This design comes from an exercise in tuning for small area and a short achievable clock period on the open sky130 flow, not from production work.
Power is estimated from default activity; no workload was simulated.

==> inputs of trial 74 <==
## mac
module mac(A, B, C, D, clk, reset, Acc);
  input [7:0] A, B, C, D;
  input clk, reset;
  output [31:0] Acc;
  reg [31:0] R;
  reg [1:0] V;
  reg [8:0] W;
  wire p_A0B0 = ~(A[0] & B[0]);
  wire p_A0B1 = ~(A[0] & B[1]);
  wire p_A0B2 = ~(A[0] & B[2]);
  wire p_A0B3 = ~(A[0] & B[3]);
  wire p_A0B4 = ~(A[0] & B[4]);
  wire p_A0B5 = ~(A[0] & B[5]);
  wire p_A0B6 = ~(A[0] & B[6]);
  wire p_A0B7 = ~(A[0] & B[7]);
  wire p_A1B0 = ~(A[1] & B[0]);
  wire p_A1B1 = ~(A[1] & B[1]);
  wire p_A1B2 = ~(A[1] & B[2]);
  wire p_A1B3 = ~(A[1] & B[3]);
  wire p_A1B4 = ~(A[1] & B[4]);
  wire p_A1B5 = ~(A[1] & B[5]);
  wire p_A1B6 = ~(A[1] & B[6]);
  wire p_A1B7 = ~(A[1] & B[7]);
  wire p_A2B0 = ~(A[2] & B[0]);
  wire p_A2B1 = ~(A[2] & B[1]);
  wire p_A2B2 = ~(A[2] & B[2]);
  wire p_A2B3 = ~(A[2] & B[3]);
  wire p_A2B4 = ~(A[2] & B[4]);
  wire p_A2B5 = ~(A[2] & B[5]);
  wire p_A2B6 = ~(A[2] & B[6]);
  wire p_A2B7 = ~(A[2] & B[7]);
  wire p_A3B0 = ~(A[3] & B[0]);
  wire p_A3B1 = ~(A[3] & B[1]);
  wire p_A3B2 = ~(A[3] & B[2]);
  wire p_A3B3 = ~(A[3] & B[3]);
  wire p_A3B4 = ~(A[3] & B[4]);
  wire p_A3B5 = ~(A[3] & B[5]);
  wire p_A3B6 = ~(A[3] & B[6]);
  wire p_A3B7 = ~(A[3] & B[7]);
  wire p_A4B0 = ~(A[4] & B[0]);
  wire p_A4B1 = ~(A[4] & B[1]);
  wire p_A4B2 = ~(A[4] & B[2]);
  wire p_A4B3 = ~(A[4] & B[3]);
  wire p_A4B4 = ~(A[4] & B[4]);
  wire p_A4B5 = ~(A[4] & B[5]);
  ...
Settings: LEC_CHECK=0, CAP_MARGIN=20, CORE_MARGIN=2, CORE_UTILIZATION=60, SETUP_SLACK_MARGIN=1.5, SLEW_MARGIN=20, SYNTH_HIERARCHICAL=1; clock period 6.5 ns.
standard.sh (not shown) runs the stock make flow with config.mk's settings and CLKGATE_MAP_FILE= SYNTH_SCRIPT=/design/flow/synth_recipe.tcl, a recipe that flattens the netlist after the stock synthesis.
==> flow/flow/run.sh <==
#!/bin/bash
# Standard ORFS flow (the standard.sh), with the port buffers made of
# sky130_fd_sc_hd__buf_2 instead of buffer_ports' default cell.
set -o pipefail
export BUFFER_PORTS_ARGS="-buffer_cell sky130_fd_sc_hd__buf_2"
bash standard.sh finish 2>&1 | tee standard_flow.log
==> inputs of trial 7, as changes to trial 74 <==
--- a/flow/design.v
+++ b/flow/design.v
@@ -298,16 +298,15 @@
   wire s149, c149;
   wire s150, c150;
   wire s151, c151;
   wire s152, c152;
   mac_xor u_s0 (R[0], p_A0B0, s0);
   assign c0 = R[0] & (A[0] & B[0]);
   mac_fa u_s1 (R[1], p_A0B1, p_A1B0, s1, c1);
-  mac_x3 u_s2 (p_C0D1, p_C1D0, ~c0, s2);
-  mac_mj u_c2 (p_C0D1, p_C1D0, ~c0, c2);
+  mac_fa u_s2 (p_C0D1, p_C1D0, ~c0, s2, c2);
   mac_fa u_s3 (R[2], p_A0B2, p_A1B1, s3, c3);
   mac_fa u_s4 (p_A2B0, p_C0D2, p_C1D1, s4, c4);
   mac_fa u_s5 (p_C2D0, c1, s3, s5, c5);
   mac_xor u_s6 (s4, c2, s6);
   assign c6 = ~s4 & ~c2;
   mac_fa u_s7 (R[3], p_A0B3, p_A1B2, s7, c7);
   mac_fa u_s8 (p_A2B1, p_A3B0, p_C0D3, s8, c8);
@@ -328,51 +327,47 @@
   mac_fa u_s21 (R[5], p_A0B5, p_A1B4, s21, c21);
   mac_fa u_s22 (p_A2B3, p_A3B2, p_A4B1, s22, c22);
   mac_fa u_s23 (p_A5B0, p_C0D5, p_C1D4, s23, c23);
   mac_fa u_s24 (p_C2D3, p_C3D2, p_C4D1, s24, c24);
   mac_fa u_s25 (p_C5D0, c13, c14, s25, c25);
   mac_fa u_s26 (c15, s21, s22, s26, c26);
   mac_fa u_s27 (s23, s24, c16, s27, c27);
-  mac_x3 u_s28 (c17, s25, s26, s28);
-  mac_mj u_c28 (c17, s25, s26, c28);
+  mac_fa u_s28 (c17, s25, s26, s28, c28);
   mac_fa u_s29 (s27, c18, s28, s29, c29);
   mac_xor u_s30 (c20, c19, s30);
   assign c30 = c20 & ~c19;
   mac_fa u_s31 (V[0], ~R[6], p_A0B6, s31, c31);
   mac_fa u_s32 (p_A1B5, p_A2B4, p_A3B3, s32, c32);
   mac_fa u_s33 (p_A4B2, p_A5B1, p_A6B0, s33, c33);
   mac_fa u_s34 (p_C0D6, p_C1D5, p_C2D4, s34, c34);
   mac_fa u_s35 (p_C3D3, p_C4D2, p_C5D1, s35, c35);
   mac_fa u_s36 (p_C6D0, c21, c22, s36, c36);
   mac_fa u_s37 (c23, c24, s31, s37, c37);
-  mac_x3 u_s38 (s32, s33, s34, s38);
-  mac_mj u_c38 (s32, s33, s34, c38);
+  mac_fa u_s38 (s32, s33, s34, s38, c38);
   mac_fa u_s39 (s35, c25, s36, s39, c39);
-  mac_fa u_s40 (c26, s38, s37, s40, c40);
-  mac_fa u_s41 (c27, c28, s39, s41, c41);
-  mac_fa u_s42 (s40, c29, ~c30, s42, c42);
+  mac_fa u_s40 (c26, s37, s38, s40, c40);
+  mac_fa u_s41 (c27, s39, c28, s41, c41);
+  mac_fa u_s42 (s40, ~c30, c29, s42, c42);
   mac_xor u_s43 (s41, s42, s43);
   assign c43 = ~s41 & ~s42;
   mac_fa u_s44 (R[7], W[0], (A[0] & B[7]), s44, c44);
   mac_fa u_s45 (p_A1B6, p_A2B5, p_A3B4, s45, c45);
   mac_fa u_s46 (p_A4B3, p_A5B2, p_A6B1, s46, c46);
   mac_fa u_s47 (p_A7B0, p_C0D7, p_C1D6, s47, c47);
   mac_fa u_s48 (p_C2D5, p_C3D4, p_C4D3, s48, c48);
   mac_fa u_s49 (p_C5D2, p_C6D1, p_C7D0, s49, c49);
   mac_fa u_s50 (c31, c32, c33, s50, c50);
   mac_fa u_s51 (c34, c35, ~s44, s51, c51);
   mac_fa u_s52 (s45, s46, s47, s52, c52);
   mac_x3 u_s53 (s48, s49, c36, s53);
   mac_mj u_c53 (s48, s49, c36, c53);
-  mac_x3 u_s54 (c38, c37, s50, s54);
-  mac_mj u_c54 (c38, c37, s50, c54);
+  mac_fa u_s54 (c37, s50, c38, s54, c54);
   mac_fa u_s55 (s51, s52, s53, s55, c55);
-  mac_x3 u_s56 (s54, c39, c40, s56);
-  mac_mj u_c56 (s54, c39, c40, c56);
-  mac_fa u_s57 (s55, s56, c41, s57, c57);
+  mac_fa u_s56 (c39, s54, c40, s56, c56);
+  mac_fa u_s57 (s55, c41, s56, s57, c57);
   mac_xor u_s58 (c42, s57, s58);
   assign c58 = ~c42 & ~s57;
   mac_fa u_s59 (R[8], W[1], p_A1B7, s59, c59);
   mac_fa u_s60 (p_A2B6, p_A3B5, p_A4B4, s60, c60);
   mac_fa u_s61 (p_A5B3, p_A6B2, p_A7B1, s61, c61);
   mac_fa u_s62 (p_C1D7, p_C2D6, p_C3D5, s62, c62);
   mac_fa u_s63 (p_C4D4, p_C5D3, p_C6D2, s63, c63);
@@ -396,44 +391,39 @@
   mac_fa u_s80 (c63, s75, ~s74, s80, c80);
   mac_fa u_s81 (s76, s77, s78, s81, c81);
   mac_fa u_s82 (c64, c65, c66, s82, c82);
   mac_fa u_s83 (c67, s79, s80, s83, c83);
   mac_fa u_s84 (s81, c68, s82, s84, c84);
   mac_x3 u_s85 (c69, s83, c70, s85);
   mac_mj u_c85 (c69, s83, c70, c85);
-  mac_x3 u_s86 (s84, s85, c71, s86);
-  mac_mj u_c86 (s84, s85, c71, c86);
+  mac_fa u_s86 (s84, c71, s85, s86, c86);
   mac_xor u_s87 (c72, s86, s87);
   assign c87 = ~c72 & ~s86;
   mac_fa u_s88 (W[3], ~R[10], p_A3B7, s88, c88);
   mac_fa u_s89 (p_A4B6, p_A5B5, p_A6B4, s89, c89);
   mac_fa u_s90 (p_A7B3, p_C3D7, p_C4D6, s90, c90);
   mac_fa u_s91 (p_C5D5, p_C6D4, p_C7D3, s91, c91);
-  mac_x3 u_s92 (c75, c76, c77, s92);
-  mac_mj u_c92 (c75, c76, c77, c92);
+  mac_fa u_s92 (c75, c76, c77, s92, c92);
   mac_fa u_s93 (s88, s89, ~c74, s93, c93);
   mac_fa u_s94 (s90, s91, c78, s94, c94);
-  mac_x3 u_s95 (s92, c79, c80, s95);
-  mac_mj u_c95 (s92, c79, c80, c95);
+  mac_fa u_s95 (c79, s92, c80, s95, c95);
   mac_fa u_s96 (s93, c81, s94, s96, c96);
-  mac_fa u_s97 (s95, c82, c83, s97, c97);
-  mac_x3 u_s98 (s96, c84, s97, s98);
-  mac_mj u_c98 (s96, c84, s97, c98);
+  mac_fa u_s97 (c82, c83, s95, s97, c97);
+  mac_fa u_s98 (s96, c84, s97, s98, c98);
   mac_x3 u_s99 (c85, s98, c86, s99);
   mac_mj u_c99 (c85, s98, c86, c99);
   mac_fa u_s100 (R[11], W[4], p_A4B7, s100, c100);
   mac_fa u_s101 (p_A5B6, p_A6B5, p_A7B4, s101, c101);
   mac_fa u_s102 (p_C4D7, p_C5D6, p_C6D5, s102, c102);
   mac_fa u_s103 (p_C7D4, c88, c89, s103, c103);
   mac_fa u_s104 (c90, c91, s100, s104, c104);
   mac_fa u_s105 (s101, s102, c92, s105, c105);
   mac_fa u_s106 (s103, c93, s104, s106, c106);
-  mac_fa u_s107 (s105, c94, c95, s107, c107);
-  mac_x3 u_s108 (s106, c96, s107, s108);
-  mac_mj u_c108 (s106, c96, s107, c108);
+  mac_fa u_s107 (c94, s105, c95, s107, c107);
+  mac_fa u_s108 (s106, c96, s107, s108, c108);
   mac_x3 u_s109 (c97, s108, c98, s109);
   mac_mj u_c109 (c97, s108, c98, c109);
   mac_fa u_s110 (R[12], W[5], p_A5B7, s110, c110);
   mac_fa u_s111 (p_A6B6, p_A7B5, p_C5D7, s111, c111);
   mac_fa u_s112 (p_C6D6, p_C7D5, c100, s112, c112);
   mac_fa u_s113 (c101, c102, s110, s113, c113);
   mac_fa u_s114 (s111, c103, s112, s114, c114);
@@ -452,24 +442,22 @@
   mac_fa u_s127 (c121, s126, c122, s127, c127);
   mac_fa u_s128 (R[15], W[8], c124, s128, c128);
   mac_fa u_s129 (c125, s128, c126, s129, c129);
   mac_xor u_s130 (R[16], c128, s130);
   assign c130 = R[16] & ~c128;
   mac_xor u_s131 (p_C0D0, s0, s131);
   assign c131 = (C[0] & D[0]) & ~s0;
-  mac_fa u_s132 (~c131, s2, s1, s132, c132);
-  mac_fa u_s133 (~s6, c132, s5, s133, c133);
-  mac_fa u_s134 (s11, ~s12, c133, s134, c134);
+  mac_fa u_s132 (~c131, s1, s2, s132, c132);
+  mac_fa u_s133 (~s6, s5, c132, s133, c133);
+  mac_fa u_s134 (~s12, s11, c133, s134, c134);
   mac_fa u_s135 (~s20, s19, c134, s135, c135);
-  mac_x3 u_s136 (s30, s29, c135, s136);
-  mac_mj u_c136 (s30, s29, c135, c136);
+  mac_fa u_s136 (s30, s29, c135, s136, c136);
   mac_xor u_s137 (s130, c129, s137);
   assign c137 = ~s130 & ~c129;
-  mac_x3 u_s138 (R[17], c130, c137, s138);
-  mac_mj u_c138 (R[17], c130, c137, c138);
+  mac_fa u_s138 (R[17], c130, c137, s138, c138);
   mac_xor u_s139 (R[18], c138, s139);
   assign c139 = R[18] & c138;
   mac_xor u_s140 (R[19], c139, s140);
   assign c140 = R[19] & c139;
   mac_xor u_s141 (R[20], V[1], s141);
   assign c141 = R[20] & V[1];
   mac_xor u_s142 (R[21], c141, s142);
==> inputs of build 61, as changes to trial 74 <==
--- a/flow/design.v
+++ b/flow/design.v
@@ -298,16 +298,15 @@
   wire s149, c149;
   wire s150, c150;
   wire s151, c151;
   wire s152, c152;
   mac_xor u_s0 (R[0], p_A0B0, s0);
   assign c0 = R[0] & (A[0] & B[0]);
   mac_fa u_s1 (R[1], p_A0B1, p_A1B0, s1, c1);
-  mac_x3 u_s2 (p_C0D1, p_C1D0, ~c0, s2);
-  mac_mj u_c2 (p_C0D1, p_C1D0, ~c0, c2);
+  mac_fa u_s2 (p_C0D1, p_C1D0, ~c0, s2, c2);
   mac_fa u_s3 (R[2], p_A0B2, p_A1B1, s3, c3);
   mac_fa u_s4 (p_A2B0, p_C0D2, p_C1D1, s4, c4);
   mac_fa u_s5 (p_C2D0, c1, s3, s5, c5);
   mac_xor u_s6 (s4, c2, s6);
   assign c6 = ~s4 & ~c2;
   mac_fa u_s7 (R[3], p_A0B3, p_A1B2, s7, c7);
   mac_fa u_s8 (p_A2B1, p_A3B0, p_C0D3, s8, c8);
@@ -328,32 +327,31 @@
   mac_fa u_s21 (R[5], p_A0B5, p_A1B4, s21, c21);
   mac_fa u_s22 (p_A2B3, p_A3B2, p_A4B1, s22, c22);
   mac_fa u_s23 (p_A5B0, p_C0D5, p_C1D4, s23, c23);
   mac_fa u_s24 (p_C2D3, p_C3D2, p_C4D1, s24, c24);
   mac_fa u_s25 (p_C5D0, c13, c14, s25, c25);
   mac_fa u_s26 (c15, s21, s22, s26, c26);
   mac_fa u_s27 (s23, s24, c16, s27, c27);
-  mac_x3 u_s28 (c17, s25, s26, s28);
-  mac_mj u_c28 (c17, s25, s26, c28);
+  mac_fa u_s28 (c17, s25, s26, s28, c28);
   mac_fa u_s29 (s27, c18, s28, s29, c29);
   mac_xor u_s30 (c20, c19, s30);
   assign c30 = c20 & ~c19;
   mac_fa u_s31 (V[0], ~R[6], p_A0B6, s31, c31);
   mac_fa u_s32 (p_A1B5, p_A2B4, p_A3B3, s32, c32);
   mac_fa u_s33 (p_A4B2, p_A5B1, p_A6B0, s33, c33);
   mac_fa u_s34 (p_C0D6, p_C1D5, p_C2D4, s34, c34);
   mac_fa u_s35 (p_C3D3, p_C4D2, p_C5D1, s35, c35);
   mac_fa u_s36 (p_C6D0, c21, c22, s36, c36);
   mac_fa u_s37 (c23, c24, s31, s37, c37);
   mac_x3 u_s38 (s32, s33, s34, s38);
   mac_mj u_c38 (s32, s33, s34, c38);
   mac_fa u_s39 (s35, c25, s36, s39, c39);
   mac_fa u_s40 (c26, s38, s37, s40, c40);
-  mac_fa u_s41 (c27, c28, s39, s41, c41);
-  mac_fa u_s42 (s40, c29, ~c30, s42, c42);
+  mac_fa u_s41 (c27, s39, c28, s41, c41);
+  mac_fa u_s42 (s40, ~c30, c29, s42, c42);
   mac_xor u_s43 (s41, s42, s43);
   assign c43 = ~s41 & ~s42;
   mac_fa u_s44 (R[7], W[0], (A[0] & B[7]), s44, c44);
   mac_fa u_s45 (p_A1B6, p_A2B5, p_A3B4, s45, c45);
   mac_fa u_s46 (p_A4B3, p_A5B2, p_A6B1, s46, c46);
   mac_fa u_s47 (p_A7B0, p_C0D7, p_C1D6, s47, c47);
   mac_fa u_s48 (p_C2D5, p_C3D4, p_C4D3, s48, c48);
@@ -424,16 +422,15 @@
   mac_fa u_s101 (p_A5B6, p_A6B5, p_A7B4, s101, c101);
   mac_fa u_s102 (p_C4D7, p_C5D6, p_C6D5, s102, c102);
   mac_fa u_s103 (p_C7D4, c88, c89, s103, c103);
   mac_fa u_s104 (c90, c91, s100, s104, c104);
   mac_fa u_s105 (s101, s102, c92, s105, c105);
   mac_fa u_s106 (s103, c93, s104, s106, c106);
   mac_fa u_s107 (s105, c94, c95, s107, c107);
-  mac_x3 u_s108 (s106, c96, s107, s108);
-  mac_mj u_c108 (s106, c96, s107, c108);
+  mac_fa u_s108 (s106, c96, s107, s108, c108);
   mac_x3 u_s109 (c97, s108, c98, s109);
   mac_mj u_c109 (c97, s108, c98, c109);
   mac_fa u_s110 (R[12], W[5], p_A5B7, s110, c110);
   mac_fa u_s111 (p_A6B6, p_A7B5, p_C5D7, s111, c111);
   mac_fa u_s112 (p_C6D6, p_C7D5, c100, s112, c112);
   mac_fa u_s113 (c101, c102, s110, s113, c113);
   mac_fa u_s114 (s111, c103, s112, s114, c114);
@@ -452,17 +449,17 @@
   mac_fa u_s127 (c121, s126, c122, s127, c127);
   mac_fa u_s128 (R[15], W[8], c124, s128, c128);
   mac_fa u_s129 (c125, s128, c126, s129, c129);
   mac_xor u_s130 (R[16], c128, s130);
   assign c130 = R[16] & ~c128;
   mac_xor u_s131 (p_C0D0, s0, s131);
   assign c131 = (C[0] & D[0]) & ~s0;
-  mac_fa u_s132 (~c131, s2, s1, s132, c132);
-  mac_fa u_s133 (~s6, c132, s5, s133, c133);
-  mac_fa u_s134 (s11, ~s12, c133, s134, c134);
+  mac_fa u_s132 (~c131, s1, s2, s132, c132);
+  mac_fa u_s133 (~s6, s5, c132, s133, c133);
+  mac_fa u_s134 (~s12, s11, c133, s134, c134);
   mac_fa u_s135 (~s20, s19, c134, s135, c135);
   mac_x3 u_s136 (s30, s29, c135, s136);
   mac_mj u_c136 (s30, s29, c135, c136);
   mac_xor u_s137 (s130, c129, s137);
   assign c137 = ~s130 & ~c129;
   mac_x3 u_s138 (R[17], c130, c137, s138);
   mac_mj u_c138 (R[17], c130, c137, c138);
==> inputs of trial 46, as changes to trial 74 <==
--- a/flow/design.v
+++ b/flow/design.v
@@ -298,16 +298,15 @@
   wire s149, c149;
   wire s150, c150;
   wire s151, c151;
   wire s152, c152;
   mac_xor u_s0 (R[0], p_A0B0, s0);
   assign c0 = R[0] & (A[0] & B[0]);
   mac_fa u_s1 (R[1], p_A0B1, p_A1B0, s1, c1);
-  mac_x3 u_s2 (p_C0D1, p_C1D0, ~c0, s2);
-  mac_mj u_c2 (p_C0D1, p_C1D0, ~c0, c2);
+  mac_fa u_s2 (p_C0D1, p_C1D0, ~c0, s2, c2);
   mac_fa u_s3 (R[2], p_A0B2, p_A1B1, s3, c3);
   mac_fa u_s4 (p_A2B0, p_C0D2, p_C1D1, s4, c4);
   mac_fa u_s5 (p_C2D0, c1, s3, s5, c5);
   mac_xor u_s6 (s4, c2, s6);
   assign c6 = ~s4 & ~c2;
   mac_fa u_s7 (R[3], p_A0B3, p_A1B2, s7, c7);
   mac_fa u_s8 (p_A2B1, p_A3B0, p_C0D3, s8, c8);
@@ -328,51 +327,46 @@
   mac_fa u_s21 (R[5], p_A0B5, p_A1B4, s21, c21);
   mac_fa u_s22 (p_A2B3, p_A3B2, p_A4B1, s22, c22);
   mac_fa u_s23 (p_A5B0, p_C0D5, p_C1D4, s23, c23);
   mac_fa u_s24 (p_C2D3, p_C3D2, p_C4D1, s24, c24);
   mac_fa u_s25 (p_C5D0, c13, c14, s25, c25);
   mac_fa u_s26 (c15, s21, s22, s26, c26);
   mac_fa u_s27 (s23, s24, c16, s27, c27);
-  mac_x3 u_s28 (c17, s25, s26, s28);
-  mac_mj u_c28 (c17, s25, s26, c28);
+  mac_fa u_s28 (c17, s25, s26, s28, c28);
   mac_fa u_s29 (s27, c18, s28, s29, c29);
   mac_xor u_s30 (c20, c19, s30);
   assign c30 = c20 & ~c19;
   mac_fa u_s31 (V[0], ~R[6], p_A0B6, s31, c31);
   mac_fa u_s32 (p_A1B5, p_A2B4, p_A3B3, s32, c32);
   mac_fa u_s33 (p_A4B2, p_A5B1, p_A6B0, s33, c33);
   mac_fa u_s34 (p_C0D6, p_C1D5, p_C2D4, s34, c34);
   mac_fa u_s35 (p_C3D3, p_C4D2, p_C5D1, s35, c35);
   mac_fa u_s36 (p_C6D0, c21, c22, s36, c36);
   mac_fa u_s37 (c23, c24, s31, s37, c37);
-  mac_x3 u_s38 (s32, s33, s34, s38);
-  mac_mj u_c38 (s32, s33, s34, c38);
+  mac_fa u_s38 (s32, s33, s34, s38, c38);
   mac_fa u_s39 (s35, c25, s36, s39, c39);
-  mac_fa u_s40 (c26, s38, s37, s40, c40);
-  mac_fa u_s41 (c27, c28, s39, s41, c41);
-  mac_fa u_s42 (s40, c29, ~c30, s42, c42);
+  mac_fa u_s40 (c26, s37, s38, s40, c40);
+  mac_fa u_s41 (c27, s39, c28, s41, c41);
+  mac_fa u_s42 (s40, ~c30, c29, s42, c42);
   mac_xor u_s43 (s41, s42, s43);
   assign c43 = ~s41 & ~s42;
   mac_fa u_s44 (R[7], W[0], (A[0] & B[7]), s44, c44);
   mac_fa u_s45 (p_A1B6, p_A2B5, p_A3B4, s45, c45);
   mac_fa u_s46 (p_A4B3, p_A5B2, p_A6B1, s46, c46);
   mac_fa u_s47 (p_A7B0, p_C0D7, p_C1D6, s47, c47);
   mac_fa u_s48 (p_C2D5, p_C3D4, p_C4D3, s48, c48);
   mac_fa u_s49 (p_C5D2, p_C6D1, p_C7D0, s49, c49);
   mac_fa u_s50 (c31, c32, c33, s50, c50);
   mac_fa u_s51 (c34, c35, ~s44, s51, c51);
   mac_fa u_s52 (s45, s46, s47, s52, c52);
-  mac_x3 u_s53 (s48, s49, c36, s53);
-  mac_mj u_c53 (s48, s49, c36, c53);
-  mac_x3 u_s54 (c38, c37, s50, s54);
-  mac_mj u_c54 (c38, c37, s50, c54);
+  mac_fa u_s53 (s48, s49, c36, s53, c53);
+  mac_fa u_s54 (c37, s50, c38, s54, c54);
   mac_fa u_s55 (s51, s52, s53, s55, c55);
-  mac_x3 u_s56 (s54, c39, c40, s56);
-  mac_mj u_c56 (s54, c39, c40, c56);
-  mac_fa u_s57 (s55, s56, c41, s57, c57);
+  mac_fa u_s56 (c39, s54, c40, s56, c56);
+  mac_fa u_s57 (s55, c41, s56, s57, c57);
   mac_xor u_s58 (c42, s57, s58);
   assign c58 = ~c42 & ~s57;
   mac_fa u_s59 (R[8], W[1], p_A1B7, s59, c59);
   mac_fa u_s60 (p_A2B6, p_A3B5, p_A4B4, s60, c60);
   mac_fa u_s61 (p_A5B3, p_A6B2, p_A7B1, s61, c61);
   mac_fa u_s62 (p_C1D7, p_C2D6, p_C3D5, s62, c62);
   mac_fa u_s63 (p_C4D4, p_C5D3, p_C6D2, s63, c63);
@@ -394,48 +388,40 @@
   mac_fa u_s78 (p_C6D3, p_C7D2, c59, s78, c78);
   mac_fa u_s79 (c60, c61, c62, s79, c79);
   mac_fa u_s80 (c63, s75, ~s74, s80, c80);
   mac_fa u_s81 (s76, s77, s78, s81, c81);
   mac_fa u_s82 (c64, c65, c66, s82, c82);
   mac_fa u_s83 (c67, s79, s80, s83, c83);
   mac_fa u_s84 (s81, c68, s82, s84, c84);
-  mac_x3 u_s85 (c69, s83, c70, s85);
-  mac_mj u_c85 (c69, s83, c70, c85);
-  mac_x3 u_s86 (s84, s85, c71, s86);
-  mac_mj u_c86 (s84, s85, c71, c86);
+  mac_fa u_s85 (c69, s83, c70, s85, c85);
+  mac_fa u_s86 (s84, c71, s85, s86, c86);
   mac_xor u_s87 (c72, s86, s87);
   assign c87 = ~c72 & ~s86;
   mac_fa u_s88 (W[3], ~R[10], p_A3B7, s88, c88);
   mac_fa u_s89 (p_A4B6, p_A5B5, p_A6B4, s89, c89);
   mac_fa u_s90 (p_A7B3, p_C3D7, p_C4D6, s90, c90);
   mac_fa u_s91 (p_C5D5, p_C6D4, p_C7D3, s91, c91);
-  mac_x3 u_s92 (c75, c76, c77, s92);
-  mac_mj u_c92 (c75, c76, c77, c92);
+  mac_fa u_s92 (c75, c76, c77, s92, c92);
   mac_fa u_s93 (s88, s89, ~c74, s93, c93);
   mac_fa u_s94 (s90, s91, c78, s94, c94);
-  mac_x3 u_s95 (s92, c79, c80, s95);
-  mac_mj u_c95 (s92, c79, c80, c95);
+  mac_fa u_s95 (c79, s92, c80, s95, c95);
   mac_fa u_s96 (s93, c81, s94, s96, c96);
-  mac_fa u_s97 (s95, c82, c83, s97, c97);
-  mac_x3 u_s98 (s96, c84, s97, s98);
-  mac_mj u_c98 (s96, c84, s97, c98);
-  mac_x3 u_s99 (c85, s98, c86, s99);
-  mac_mj u_c99 (c85, s98, c86, c99);
+  mac_fa u_s97 (c82, c83, s95, s97, c97);
+  mac_fa u_s98 (s96, c84, s97, s98, c98);
+  mac_fa u_s99 (c85, s98, c86, s99, c99);
   mac_fa u_s100 (R[11], W[4], p_A4B7, s100, c100);
   mac_fa u_s101 (p_A5B6, p_A6B5, p_A7B4, s101, c101);
   mac_fa u_s102 (p_C4D7, p_C5D6, p_C6D5, s102, c102);
   mac_fa u_s103 (p_C7D4, c88, c89, s103, c103);
   mac_fa u_s104 (c90, c91, s100, s104, c104);
   mac_fa u_s105 (s101, s102, c92, s105, c105);
   mac_fa u_s106 (s103, c93, s104, s106, c106);
-  mac_fa u_s107 (s105, c94, c95, s107, c107);
-  mac_x3 u_s108 (s106, c96, s107, s108);
-  mac_mj u_c108 (s106, c96, s107, c108);
-  mac_x3 u_s109 (c97, s108, c98, s109);
-  mac_mj u_c109 (c97, s108, c98, c109);
+  mac_fa u_s107 (c94, s105, c95, s107, c107);
+  mac_fa u_s108 (s106, c96, s107, s108, c108);
+  mac_fa u_s109 (c97, s108, c98, s109, c109);
   mac_fa u_s110 (R[12], W[5], p_A5B7, s110, c110);
   mac_fa u_s111 (p_A6B6, p_A7B5, p_C5D7, s111, c111);
   mac_fa u_s112 (p_C6D6, p_C7D5, c100, s112, c112);
   mac_fa u_s113 (c101, c102, s110, s113, c113);
   mac_fa u_s114 (s111, c103, s112, s114, c114);
   mac_fa u_s115 (c104, s113, c105, s115, c115);
   mac_fa u_s116 (s114, c106, s115, s116, c116);
@@ -452,24 +438,22 @@
   mac_fa u_s127 (c121, s126, c122, s127, c127);
   mac_fa u_s128 (R[15], W[8], c124, s128, c128);
   mac_fa u_s129 (c125, s128, c126, s129, c129);
   mac_xor u_s130 (R[16], c128, s130);
   assign c130 = R[16] & ~c128;
   mac_xor u_s131 (p_C0D0, s0, s131);
   assign c131 = (C[0] & D[0]) & ~s0;
-  mac_fa u_s132 (~c131, s2, s1, s132, c132);
-  mac_fa u_s133 (~s6, c132, s5, s133, c133);
-  mac_fa u_s134 (s11, ~s12, c133, s134, c134);
+  mac_fa u_s132 (~c131, s1, s2, s132, c132);
+  mac_fa u_s133 (~s6, s5, c132, s133, c133);
+  mac_fa u_s134 (~s12, s11, c133, s134, c134);
   mac_fa u_s135 (~s20, s19, c134, s135, c135);
-  mac_x3 u_s136 (s30, s29, c135, s136);
-  mac_mj u_c136 (s30, s29, c135, c136);
+  mac_fa u_s136 (s30, s29, c135, s136, c136);
   mac_xor u_s137 (s130, c129, s137);
   assign c137 = ~s130 & ~c129;
-  mac_x3 u_s138 (R[17], c130, c137, s138);
-  mac_mj u_c138 (R[17], c130, c137, c138);
+  mac_fa u_s138 (R[17], c130, c137, s138, c138);
   mac_xor u_s139 (R[18], c138, s139);
   assign c139 = R[18] & c138;
   mac_xor u_s140 (R[19], c139, s140);
   assign c140 = R[19] & c139;
   mac_xor u_s141 (R[20], V[1], s141);
   assign c141 = R[20] & V[1];
   mac_xor u_s142 (R[21], c141, s142);
==> notes <==
Design area: trial 7 < trial 46 < build 61 < trial 74.
The highest global-route usage belongs to trial 74, the lowest to trial 46.
In sequential power, trial 7 and trial 74 hardly differ.
Cell count, highest first: trial 74, trial 46, build 61, trial 7.
Trial 74 finished with timing, DRC and antenna clean. Trial 7 completed without violations. Build 61 produced a clean layout. Trial 46 completed with no timing, DRC or antenna violations.
The lowest first-iteration DRC count belongs to build 61, the highest to trial 74.
==> figures <==
| quantity | trial 46 | trial 74 | build 61 | trial 7 |
|---|---|---|---|---|
| Worst Tran Pin Value | 0.949 ns | 0.864 ns | 0.965 ns | 0.573 ns |
| Endpoint class of the critical path | register | output pin | output pin | output pin |
| Share of power burned in the clock network | 7.9% | 6.5% | 5.2% | 6.6% |
| Xor and xnor area share after synthesis | 8.72% | 15.5% | 14.3% | 10.7% |
| Wire length the detailed router placed on met1 | 4.66 mm | 4.94 mm | 4.85 mm | 4.72 mm |
| Status | no timing/DRC/antenna violations | no timing/DRC/antenna violations | no timing/DRC/antenna violations | no timing/DRC/antenna violations |
| Clock network contribution to total cell area | 2.37% | 2.01% | 1.66% | 1.99% |
| Total track usage | 26.2% | 28.9% | 28.5% | 27.8% |
| Arrival time worst endpoint | 4.77 ns | 3.21 ns | 2.95 ns | 3.00 ns |
| Static Leak | 2.54 nW | 2.70 nW | 2.65 nW | 2.55 nW |
| R2R Setup Slk | 2.72 ns | 3.11 ns | 3.07 ns | 3.04 ns |
| Global-route track usage on met1 | 35.2% | 35.4% | 36.0% | 38.5% |
No functional check of the RTL was part of any run of this note.

static timing again, ports no longer ideal:
The flow's constraints put no driver on any port. The routed layouts listed below were extracted and timed again, unchanged, in two steps.
Step 1, drivers: a clkbuf_16 drives clk and a buf_2 each remaining input, both assumed.
Step 2 adds t to the input delays and takes it off the output delays; t is the mean of the earliest and latest rising clock arrival at the registers after step 1. Input paths then give back, and output paths get back, about the clock's delay inside the block.
Slacks: ideal / step 1 / step 2; pairs: ideal / step 1.
run	shift t [ns]	setup WS [ns]	clock arrival spread, ns	slew at the worst register clock pin (ns)	pins driven straight from the clock port
trial 74	0.349	1.993 / 1.957 / 1.994	0.014 / 0.013	0.11 / 0.11	1
trial 7	0.341	2.198 / 2.168 / 1.924	0.006 / 0.005	0.10 / 0.10	1
build 61	0.331	2.252 / 2.219 / 1.987	0.008 / 0.008	0.10 / 0.10	1
trial 46	0.336	1.964 / 1.972 / 1.636	0.025 / 0.025	0.11 / 0.11	1
After both steps setup and hold are still met in every run listed. For trial 46, which loses most, drivers alone change the setup slack by +0.008 ns; drivers and shift together by -0.328 ns.
